This is an optimization exercise on Yosys and OpenROAD, whose aim is small area and a short achievable clock period, not a production implementation.
At most, simulation tests tie the RTL to the original design; equivalence was not proved.

## float_recip
module float_recip(clk,rst,i_cip,i_sj,i_vstart,i_vector_length,i_v0,i_v1,i_v2,i_v3,i_v4,i_v5,i_v6,i_v7,o_result, o_busy);
input  wire clk;         
input  wire rst;
input  wire [15:0] i_cip;     
input  wire i_vstart;
input  wire [6:0] i_vector_length;
input wire [63:0] i_v0;
input wire [63:0] i_v1;
input wire [63:0] i_v2;
input wire [63:0] i_v3;
input wire [63:0] i_v4;
input wire [63:0] i_v5;
input wire [63:0] i_v6;
input wire [63:0] i_v7;
input  wire [63:0] i_sj;
output reg [63:0] o_result;
output wire       o_busy;
reg  [7:0] reservation_time;
reg        busy;         
reg  [7:0] vsel;         
always @(posedge clk)
   if (rst)
      reservation_time <= 8'd0;
   else if (i_vstart)
      reservation_time <= {1'b0, i_vector_length} + 8'd4;    
   else if (reservation_time != 8'd0)
      reservation_time <= reservation_time - 8'd1;
wire busy_next = ~rst & (i_vstart | (reservation_time[7:1] != 7'd0));
always @(posedge clk)
begin
   busy <= busy_next;
   if (i_vstart)
      vsel <= busy_next ? (8'd1 << i_cip[5:3]) : 8'd0;
   else
      vsel <= busy_next ? vsel : 8'd0;
end
assign o_busy = busy;
wire [31:0] src = ({32{~busy}}   & i_sj[63:32]) |
                  ({32{vsel[0]}} & i_v0[63:32]) |
                  ({32{vsel[1]}} & i_v1[63:32]) |
                  ({32{vsel[2]}} & i_v2[63:32]) |
                  ({32{vsel[3]}} & i_v3[63:32]) |
                  ({32{vsel[4]}} & i_v4[63:32]) |
                  ({32{vsel[5]}} & i_v5[63:32]) |
                  ({32{vsel[6]}} & i_v6[63:32]) |
                  ({32{vsel[7]}} & i_v7[63:32]);
reg        s0;
reg [14:0] e0;
reg [15:0] d0;
always @(posedge clk)
begin
   s0 <= src[31];
   e0 <= src[30:16];
   d0 <= src[15:0];
end
wire        half0 = (d0[15:8] == 8'h80);
wire [14:0] exp0  = ~e0 + (half0 ? (e0[14] ? 15'd3 : 15'h7fff) : (e0[14] ? 15'd2 : 15'd0));
reg [15:0] se1, se2, se3, se4, se5, se6, se7, se8, se9, se10, se11, se12;    
reg [15:0] d1, d2, d3, d4, d5, d6, d7, d8, d9;
always @(posedge clk)
begin
   se1  <= {s0, exp0};
   se2  <= se1;
   se3  <= se2;
  ...
Size: ~670 I/O pins, about 0.045 mm2 of cells after synthesis.
make LEC_CHECK=0 CAP_MARGIN=20 CORE_MARGIN=2 CORE_UTILIZATION=40 PLACE_DENSITY=0.6 SETUP_SLACK_MARGIN=5 SLEW_MARGIN=20 SYNTH_HIERARCHICAL=1 SYNTH_MINIMUM_KEEP_SIZE=0 finish   # period 10.0 ns
run.sh (not shown) runs the stock make flow with config.mk's settings and CLKGATE_MAP_FILE= SYNTH_SCRIPT=/design/flow/synth_recipe.tcl, a recipe that flattens the netlist after the stock synthesis.
==> next run, changes <==
--- a/flow/config.mk
+++ b/flow/config.mk
@@ -11,3 +11,2 @@
 export PLACE_DENSITY = 0.6
-export SETUP_SLACK_MARGIN = 5
 export SLEW_MARGIN = 20
Count of clock-buffer cells in the layout does not change.
Worst setup slack is unchanged.
First-iteration DRC count does not change.
Sequential share of layout area is unchanged.
Sequential cell count stays the same.
Final area stays the same.
Global-route usage is unchanged.

* * *

Another version of the RTL of float_recip (not shown whole).
Size: ~4000 cells after synthesis, about 670 I/O pins.
Settings: LEC_CHECK=0, CAP_MARGIN=20, CORE_MARGIN=2, CORE_UTILIZATION=40, PLACE_DENSITY=0.6, SLEW_MARGIN=20, SYNTH_HIERARCHICAL=1, SYNTH_MINIMUM_KEEP_SIZE=0; clock period 10.0 ns.
The first run finished clean.
==> next run, changes <==
==> flow/flow/run.sh (new file) <==
#!/bin/bash
set -euo pipefail
bash standard.sh SETUP_SLACK_MARGIN=6.3 "BUFFER_PORTS_ARGS=-buffer_cell sky130_fd_sc_hd__buf_2" finish > standard_flow.log 2>&1
==> flow/standard.sh (new file) <==
#!/bin/bash
# synth_recipe.tcl (not shown) runs the flow's synth.tcl, then flattens the netlist and writes it again
# the make line also repeats each setting of config.mk as NAME=value (left out here)
make -C /OpenROAD-flow-scripts/flow DESIGN_CONFIG=/design/flow/config.mk WORK_HOME=/design/flow/orfs CLKGATE_MAP_FILE= SYNTH_SCRIPT=/design/flow/synth_recipe.tcl "${@:-finish}"
removed: flow/run.sh
What happened: Setup slack gets worse by 56 ps. Die area stays the same. Cell area goes down by about 3.4%. Routed wire length goes down by 0.75%.
Function was not checked in any run of this note: the RTL went through the layout flow alone.

* * *

Another version of the RTL of float_recip (not shown whole).
For scale: roughly 670 I/O pins, about 45,000 um^2 of cells after synthesis.
make LEC_CHECK=0 CAP_MARGIN=20 CORE_MARGIN=2 CORE_UTILIZATION=40 CTS_BUF_LIST='sky130_fd_sc_hd__clkbuf_4 sky130_fd_sc_hd__clkbuf_8' PLACE_DENSITY=0.6 SLEW_MARGIN=20 SYNTH_HIERARCHICAL=1 SYNTH_MINIMUM_KEEP_SIZE=0 finish   # period 10.0 ns
Stock flow here: none of the scripts above is used.
Next try:
==> flow/flow/run.sh (new file) <==
#!/bin/bash
set -euo pipefail
bash standard.sh SETUP_SLACK_MARGIN=6.85 "BUFFER_PORTS_ARGS=-buffer_cell sky130_fd_sc_hd__buf_2" finish > standard_flow.log 2>&1
==> flow/standard.sh (new file) <==
#!/bin/bash
# synth_recipe.tcl (not shown) runs the flow's synth.tcl, then flattens the netlist and writes it again
# the make line also repeats each setting of config.mk as NAME=value (left out here)
make -C /OpenROAD-flow-scripts/flow DESIGN_CONFIG=/design/flow/config.mk WORK_HOME=/design/flow/orfs CLKGATE_MAP_FILE= SYNTH_SCRIPT=/design/flow/synth_recipe.tcl "${@:-finish}"
Settings changed: CTS_BUF_LIST sky130_fd_sc_hd__clkbuf_4 sky130_fd_sc_hd__clkbuf_8 to default.
removed: flow/run.sh
The changed run went through all stages and came out clean.
Maximum frequency rose by 20%.
Count of clock-buffer cells in the layout fell by 95.
Non-clock buffer count rose by 49.
Final area fell by 0.93%.
Clock skew fell by 4.5 ps.
Wire length rose by 2.2%.
Cell count fell by 0.76%.
Core utilization fell by 0.44 points.

* * *

float_recip, a different RTL version from the one above (not shown whole).
Size in the first run: roughly 3800 cells after synthesis, roughly 670 I/O pins.
clock: 10.0 ns
lec_check: 0
cap_margin: 20
core_margin: 2
core_utilization: 55
cts_cluster_diameter: 120
cts_cluster_size: 24
place_density: 0.7
slew_margin: 20
synth_hierarchical: 1
synth_minimum_keep_size: 0
standard.sh (not shown) runs the stock make flow with config.mk's settings and CLKGATE_MAP_FILE= SYNTH_SCRIPT=/design/flow/synth_recipe.tcl, a recipe that flattens the netlist after the stock synthesis.
==> flow/flow/run.sh <==
#!/bin/bash
set -euo pipefail
bash standard.sh SETUP_SLACK_MARGIN=7.0 TNS_END_PERCENT=0 "BUFFER_PORTS_ARGS=-buffer_cell sky130_fd_sc_hd__buf_2" finish > standard_flow.log 2>&1
The baseline finished with timing, DRC and antenna clean.
Change:
==> flow/flow/run.sh (replaced) <==
#!/bin/bash
set -euo pipefail
bash standard.sh SETUP_SLACK_MARGIN=6.85 "BUFFER_PORTS_ARGS=-buffer_cell sky130_fd_sc_hd__buf_2" finish > standard_flow.log 2>&1
--- a/flow/config.mk
+++ b/flow/config.mk
@@ -9,6 +9,6 @@
 export CORE_MARGIN = 2
-export CORE_UTILIZATION = 55
+export CORE_UTILIZATION = 65
 export CTS_CLUSTER_DIAMETER = 120
 export CTS_CLUSTER_SIZE = 24
-export PLACE_DENSITY = 0.7
+export PLACE_DENSITY = 0.78
 export SLEW_MARGIN = 20
Cell count fell by 3.9%.
Die area fell by about 15%.
Wire length fell by about 1.5%.
Clock skew fell by 0.014 ns.
Synthesized area is unchanged.
Hold slack improved by 0.013 ns.
Count of clock-buffer cells in the layout fell by 3.
First-iteration DRC count rose by 26%.
Change:
--- a/flow/config.mk
+++ b/flow/config.mk
@@ -9,6 +9,6 @@
 export CORE_MARGIN = 2
-export CORE_UTILIZATION = 65
+export CORE_UTILIZATION = 40
 export CTS_CLUSTER_DIAMETER = 120
 export CTS_CLUSTER_SIZE = 24
-export PLACE_DENSITY = 0.78
+export PLACE_DENSITY = 0.6
 export SLEW_MARGIN = 20
Critical path depth is unchanged; flip-flop and latch count stays the same; wire length rises by a few percent; non-clock buffer count increases by 15; final cell count came out higher by roughly a tenth.
Change:
--- a/flow/config.mk
+++ b/flow/config.mk
@@ -9,6 +9,6 @@
 export CORE_MARGIN = 2
-export CORE_UTILIZATION = 40
+export CORE_UTILIZATION = 55
 export CTS_CLUSTER_DIAMETER = 120
 export CTS_CLUSTER_SIZE = 24
-export PLACE_DENSITY = 0.6
+export PLACE_DENSITY = 0.7
 export SLEW_MARGIN = 20
What happened: The changed run produced a clean layout; sequential share of layout area grows by 0.51 points; fmax climbs by a few percent; worst hold slack gets better by 0.0070 ns; core utilization rose by 16 points; final cell count decreases by a little under a tenth; worst setup slack improved by 0.15 ns; cell area is lower slightly; synthesized cell count is unchanged.

* * *

alpha:
float_recip, a different RTL version from the one above (not shown whole).
For scale: about 4000 cells after synthesis, ~670 I/O pins.
Settings: LEC_CHECK=0, CAP_MARGIN=20, CORE_MARGIN=2, CORE_UTILIZATION=40, CTS_CLUSTER_DIAMETER=150, CTS_CLUSTER_SIZE=30, PLACE_DENSITY=0.6, SLEW_MARGIN=20, SYNTH_HIERARCHICAL=1, SYNTH_MINIMUM_KEEP_SIZE=0; clock period 10.0 ns.
==> flow/flow/run.sh <==
#!/bin/bash
set -euo pipefail
bash standard.sh SETUP_SLACK_MARGIN=6.85 "BUFFER_PORTS_ARGS=-buffer_cell sky130_fd_sc_hd__buf_2" finish > standard_flow.log 2>&1
Setup changes, alpha to beta
Settings: CTS_CLUSTER_DIAMETER changed from 150 to 120; CTS_CLUSTER_SIZE changed from 30 to 24; CORE_UTILIZATION changed from 40 to 55; PLACE_DENSITY changed from 0.6 to 0.7.
Findings:
Delta (beta minus alpha): area of all placed cells without fillers moved down; clock buffer count from CTS moved up; first-pass GRT wire length moved down. Launch point of the worst path: two8[1] -> beta, busy -> alpha. Minimum period implied by the final worst setup slack improves in beta relative to alpha. A critical path start-end classification of reg -> out is what alpha shows, while reg -> reg belongs to beta. In beta, post-CTS setup repair buffer count is lower than in alpha.

* * *

## the reference run
float_recip with an RTL version that a note above also has.
Size in the first run: ~4000 cells after synthesis, roughly 670 I/O pins, roughly 45000 um^2 of cells after synthesis.
## float_recip
module float_recip(clk,rst,i_cip,i_sj,i_vstart,i_vector_length,i_v0,i_v1,i_v2,i_v3,i_v4,i_v5,i_v6,i_v7,o_result, o_busy);
clock: 10.0 ns
lec_check: 0
cap_margin: 20
core_margin: 2
core_utilization: 40
place_density: 0.6
slew_margin: 20
synth_hierarchical: 1
synth_minimum_keep_size: 0
==> flow/flow/run.sh <==
#!/bin/bash
set -euo pipefail
bash standard.sh SETUP_SLACK_MARGIN=7.0 TNS_END_PERCENT=0 "BUFFER_PORTS_ARGS=-buffer_cell sky130_fd_sc_hd__buf_2" finish > standard_flow.log 2>&1
[inputs] the trial run vs the reference run
==> flow/flow/run.sh <==
#!/bin/bash
set -euo pipefail
bash standard.sh SETUP_SLACK_MARGIN=7.0 "BUFFER_PORTS_ARGS=-buffer_cell sky130_fd_sc_hd__buf_2" finish > standard_flow.log 2>&1
--- outcome ---
Taking the reference run as the reference point, the pin slew with the least headroom to its limit of the trial run rises by 0.036 ns.
Of the trial run and the reference run, the lower global-route track usage on met1 belongs to the reference run.
Compared with the reference run, the trial run shows design area higher by 5.9%.
Summary of the trial run over the reference run: part of the cycle the worst path needs down 0.19 points.
Higher final critical-path required period among the trial run and the reference run: the reference run
Compared with the reference run, the trial run has extra setup slack.
The first-iteration DRC count of the trial run was superior to that of the reference run.

* * *

Another version of the RTL of float_recip (not shown whole).
Size: about 4,000 cells after synthesis, about 44,000 sq um of cells after synthesis.
clock: 10.0 ns
lec_check: 0
cap_margin: 20
core_margin: 2
core_utilization: 40
cts_cluster_diameter: 120
cts_cluster_size: 24
place_density: 0.6
slew_margin: 20
synth_hierarchical: 1
synth_minimum_keep_size: 0
==> flow/flow/run.sh <==
#!/bin/bash
set -euo pipefail
bash standard.sh SETUP_SLACK_MARGIN=6.85 "BUFFER_PORTS_ARGS=-buffer_cell sky130_fd_sc_hd__buf_2" finish > standard_flow.log 2>&1
Rerun with:
- CTS_CLUSTER_DIAMETER: 120 -> 150
- CTS_CLUSTER_SIZE: 24 -> 30
=>
- The new run completed with no timing, DRC or antenna violations
- routed wire length falls by 0.98%
- worst setup slack degrades by 0.017 ns
- sequential share of layout area rises by 0.48 points
- synthesized cell count stays the same
- non-clock buffer count falls by 15
- fmax falls by 0.52%
- die area is unchanged
- area after synthesis stays the same
No run of this note included a check of the RTL's function; only the layout flow was run.

* * *

== P ==
float_recip, a different RTL version from the one above (not shown whole).
Size in the first run: ~3,700 cells after synthesis, about 43,000 um2 of cells after synthesis.
export LEC_CHECK = 0
export CAP_MARGIN = 20
export CORE_MARGIN = 2
export CORE_UTILIZATION = 55
export CTS_CLUSTER_DIAMETER = 120
export CTS_CLUSTER_SIZE = 24
export PLACE_DENSITY = 0.7
export SLEW_MARGIN = 20
export SYNTH_HIERARCHICAL = 1
export SYNTH_MINIMUM_KEEP_SIZE = 0
create_clock -name core_clock -period 10.0 [get_ports {clk}]
Scripts as last shown in full above: flow/flow/run.sh
P: done, clean on timing, DRC and antenna
Relative to P, the following input files were edited for Q:
diff --git a/flow/config.mk b/flow/config.mk
--- a/flow/config.mk
+++ b/flow/config.mk
@@ -8,8 +8,8 @@
 export CAP_MARGIN = 20
 export CORE_MARGIN = 2
-export CORE_UTILIZATION = 55
+export CORE_UTILIZATION = 40
 export CTS_CLUSTER_DIAMETER = 120
 export CTS_CLUSTER_SIZE = 24
-export PLACE_DENSITY = 0.7
+export PLACE_DENSITY = 0.6
 export SLEW_MARGIN = 20
 export SYNTH_HIERARCHICAL = 1
## What came out
Delta (Q minus P): top achievable clock speed went up about 1.3%, average cell area after synthesis held, worst setup slack went up 40 ps. Q completed end to end with timing, DRC and antenna clean. Relative to P, post-route minimum period has decreased by 40 ps in Q. On met3 layer usage reported by global route: between P and Q, it ends up higher for P. Diff P -> Q | tap cell count | up by more than a quarter.
No functional check of the RTL was part of any run of this note.

==> port drivers added, routing unchanged <==
The results above use ideal ports. As a check the final layouts listed here were re-extracted and re-timed, cells and wires unchanged. Step 1, drivers: a clkbuf_16 drives clk and a buf_2 each remaining input, both assumed. Step 2, shift: input delay + t, output delay - t, t = (earliest + latest rising clock arrival at the registers) / 2. This alone moves slack from input paths to output paths. Slacks: ideal / step 1 / step 2; pairs: ideal / step 1.
| run | shift t [ns] | setup slack, ns | hold slack, ns | clock arrival spread, ns | pins driven straight from the clock port |
|---|---|---|---|---|---|
| the first run of note 1 | 0.706 | 5.713 / 5.713 / 5.713 | 0.321 / 0.321 / 0.321 | 0.036 / 0.035 | 1 |
| the second run of note 1 | 0.706 | 5.713 / 5.713 / 5.713 | 0.321 / 0.321 / 0.321 | 0.036 / 0.035 | 1 |
| the first run of note 2 | 0.731 | 6.400 / 6.328 / 6.134 | 0.291 / 0.291 / 0.291 | 0.057 / 0.058 | 1 |
| the second run of note 2 | 0.738 | 6.344 / 6.344 / 6.344 | 0.283 / 0.283 / 0.283 | 0.066 / 0.066 | 1 |
| the first run of note 3 | 0.879 | 6.266 / 6.198 / 6.160 | 0.307 / 0.307 / 0.307 | 0.049 / 0.049 | 1 |
| the second run of note 3 | 0.736 | 6.878 / 6.805 / 6.660 | 0.309 / 0.309 / 0.309 | 0.056 / 0.055 | 1 |
| the first run of note 4 | 0.681 | 6.908 / 6.835 / 6.608 | 0.296 / 0.296 / 0.296 | 0.057 / 0.056 | 1 |
| the second run of note 4 | 0.661 | 6.829 / 6.757 / 6.732 | 0.309 / 0.309 / 0.309 | 0.039 / 0.039 | 1 |
| the third run of note 4 | 0.704 | 6.727 / 6.657 / 6.570 | 0.296 / 0.296 / 0.296 | 0.051 / 0.051 | 1 |
| the fourth run of note 4 | 0.675 | 6.876 / 6.825 / 6.684 | 0.303 / 0.303 / 0.303 | 0.076 / 0.076 | 1 |
| alpha | 0.739 | 6.820 / 6.748 / 6.858 | 0.308 / 0.308 / 0.308 | 0.046 / 0.046 | 1 |
| beta | 0.690 | 6.869 / 6.835 / 6.869 | 0.312 / 0.312 / 0.312 | 0.027 / 0.027 | 1 |
| the reference run | 0.730 | 6.853 / 6.786 / 6.838 | 0.313 / 0.313 / 0.313 | 0.050 / 0.050 | 1 |
| the trial run | 0.732 | 6.873 / 6.808 / 6.842 | 0.303 / 0.303 / 0.303 | 0.072 / 0.072 | 1 |
| the first run of note 7 | 0.707 | 6.832 / 6.807 / 6.832 | 0.324 / 0.324 / 0.324 | 0.073 / 0.073 | 1 |
| the second run of note 7 | 0.739 | 6.815 / 6.762 / 6.815 | 0.309 / 0.309 / 0.309 | 0.064 / 0.064 | 1 |
| P | 0.707 | 6.852 / 6.813 / 6.852 | 0.312 / 0.312 / 0.312 | 0.055 / 0.055 | 1 |
| Q | 0.714 | 6.892 / 6.827 / 6.828 | 0.316 / 0.316 / 0.316 | 0.061 / 0.061 | 1 |
After both steps every run listed still meets setup and hold. For the first run of note 4, which loses most, drivers alone change the setup slack by -0.073 ns; drivers and shift together by -0.300 ns.
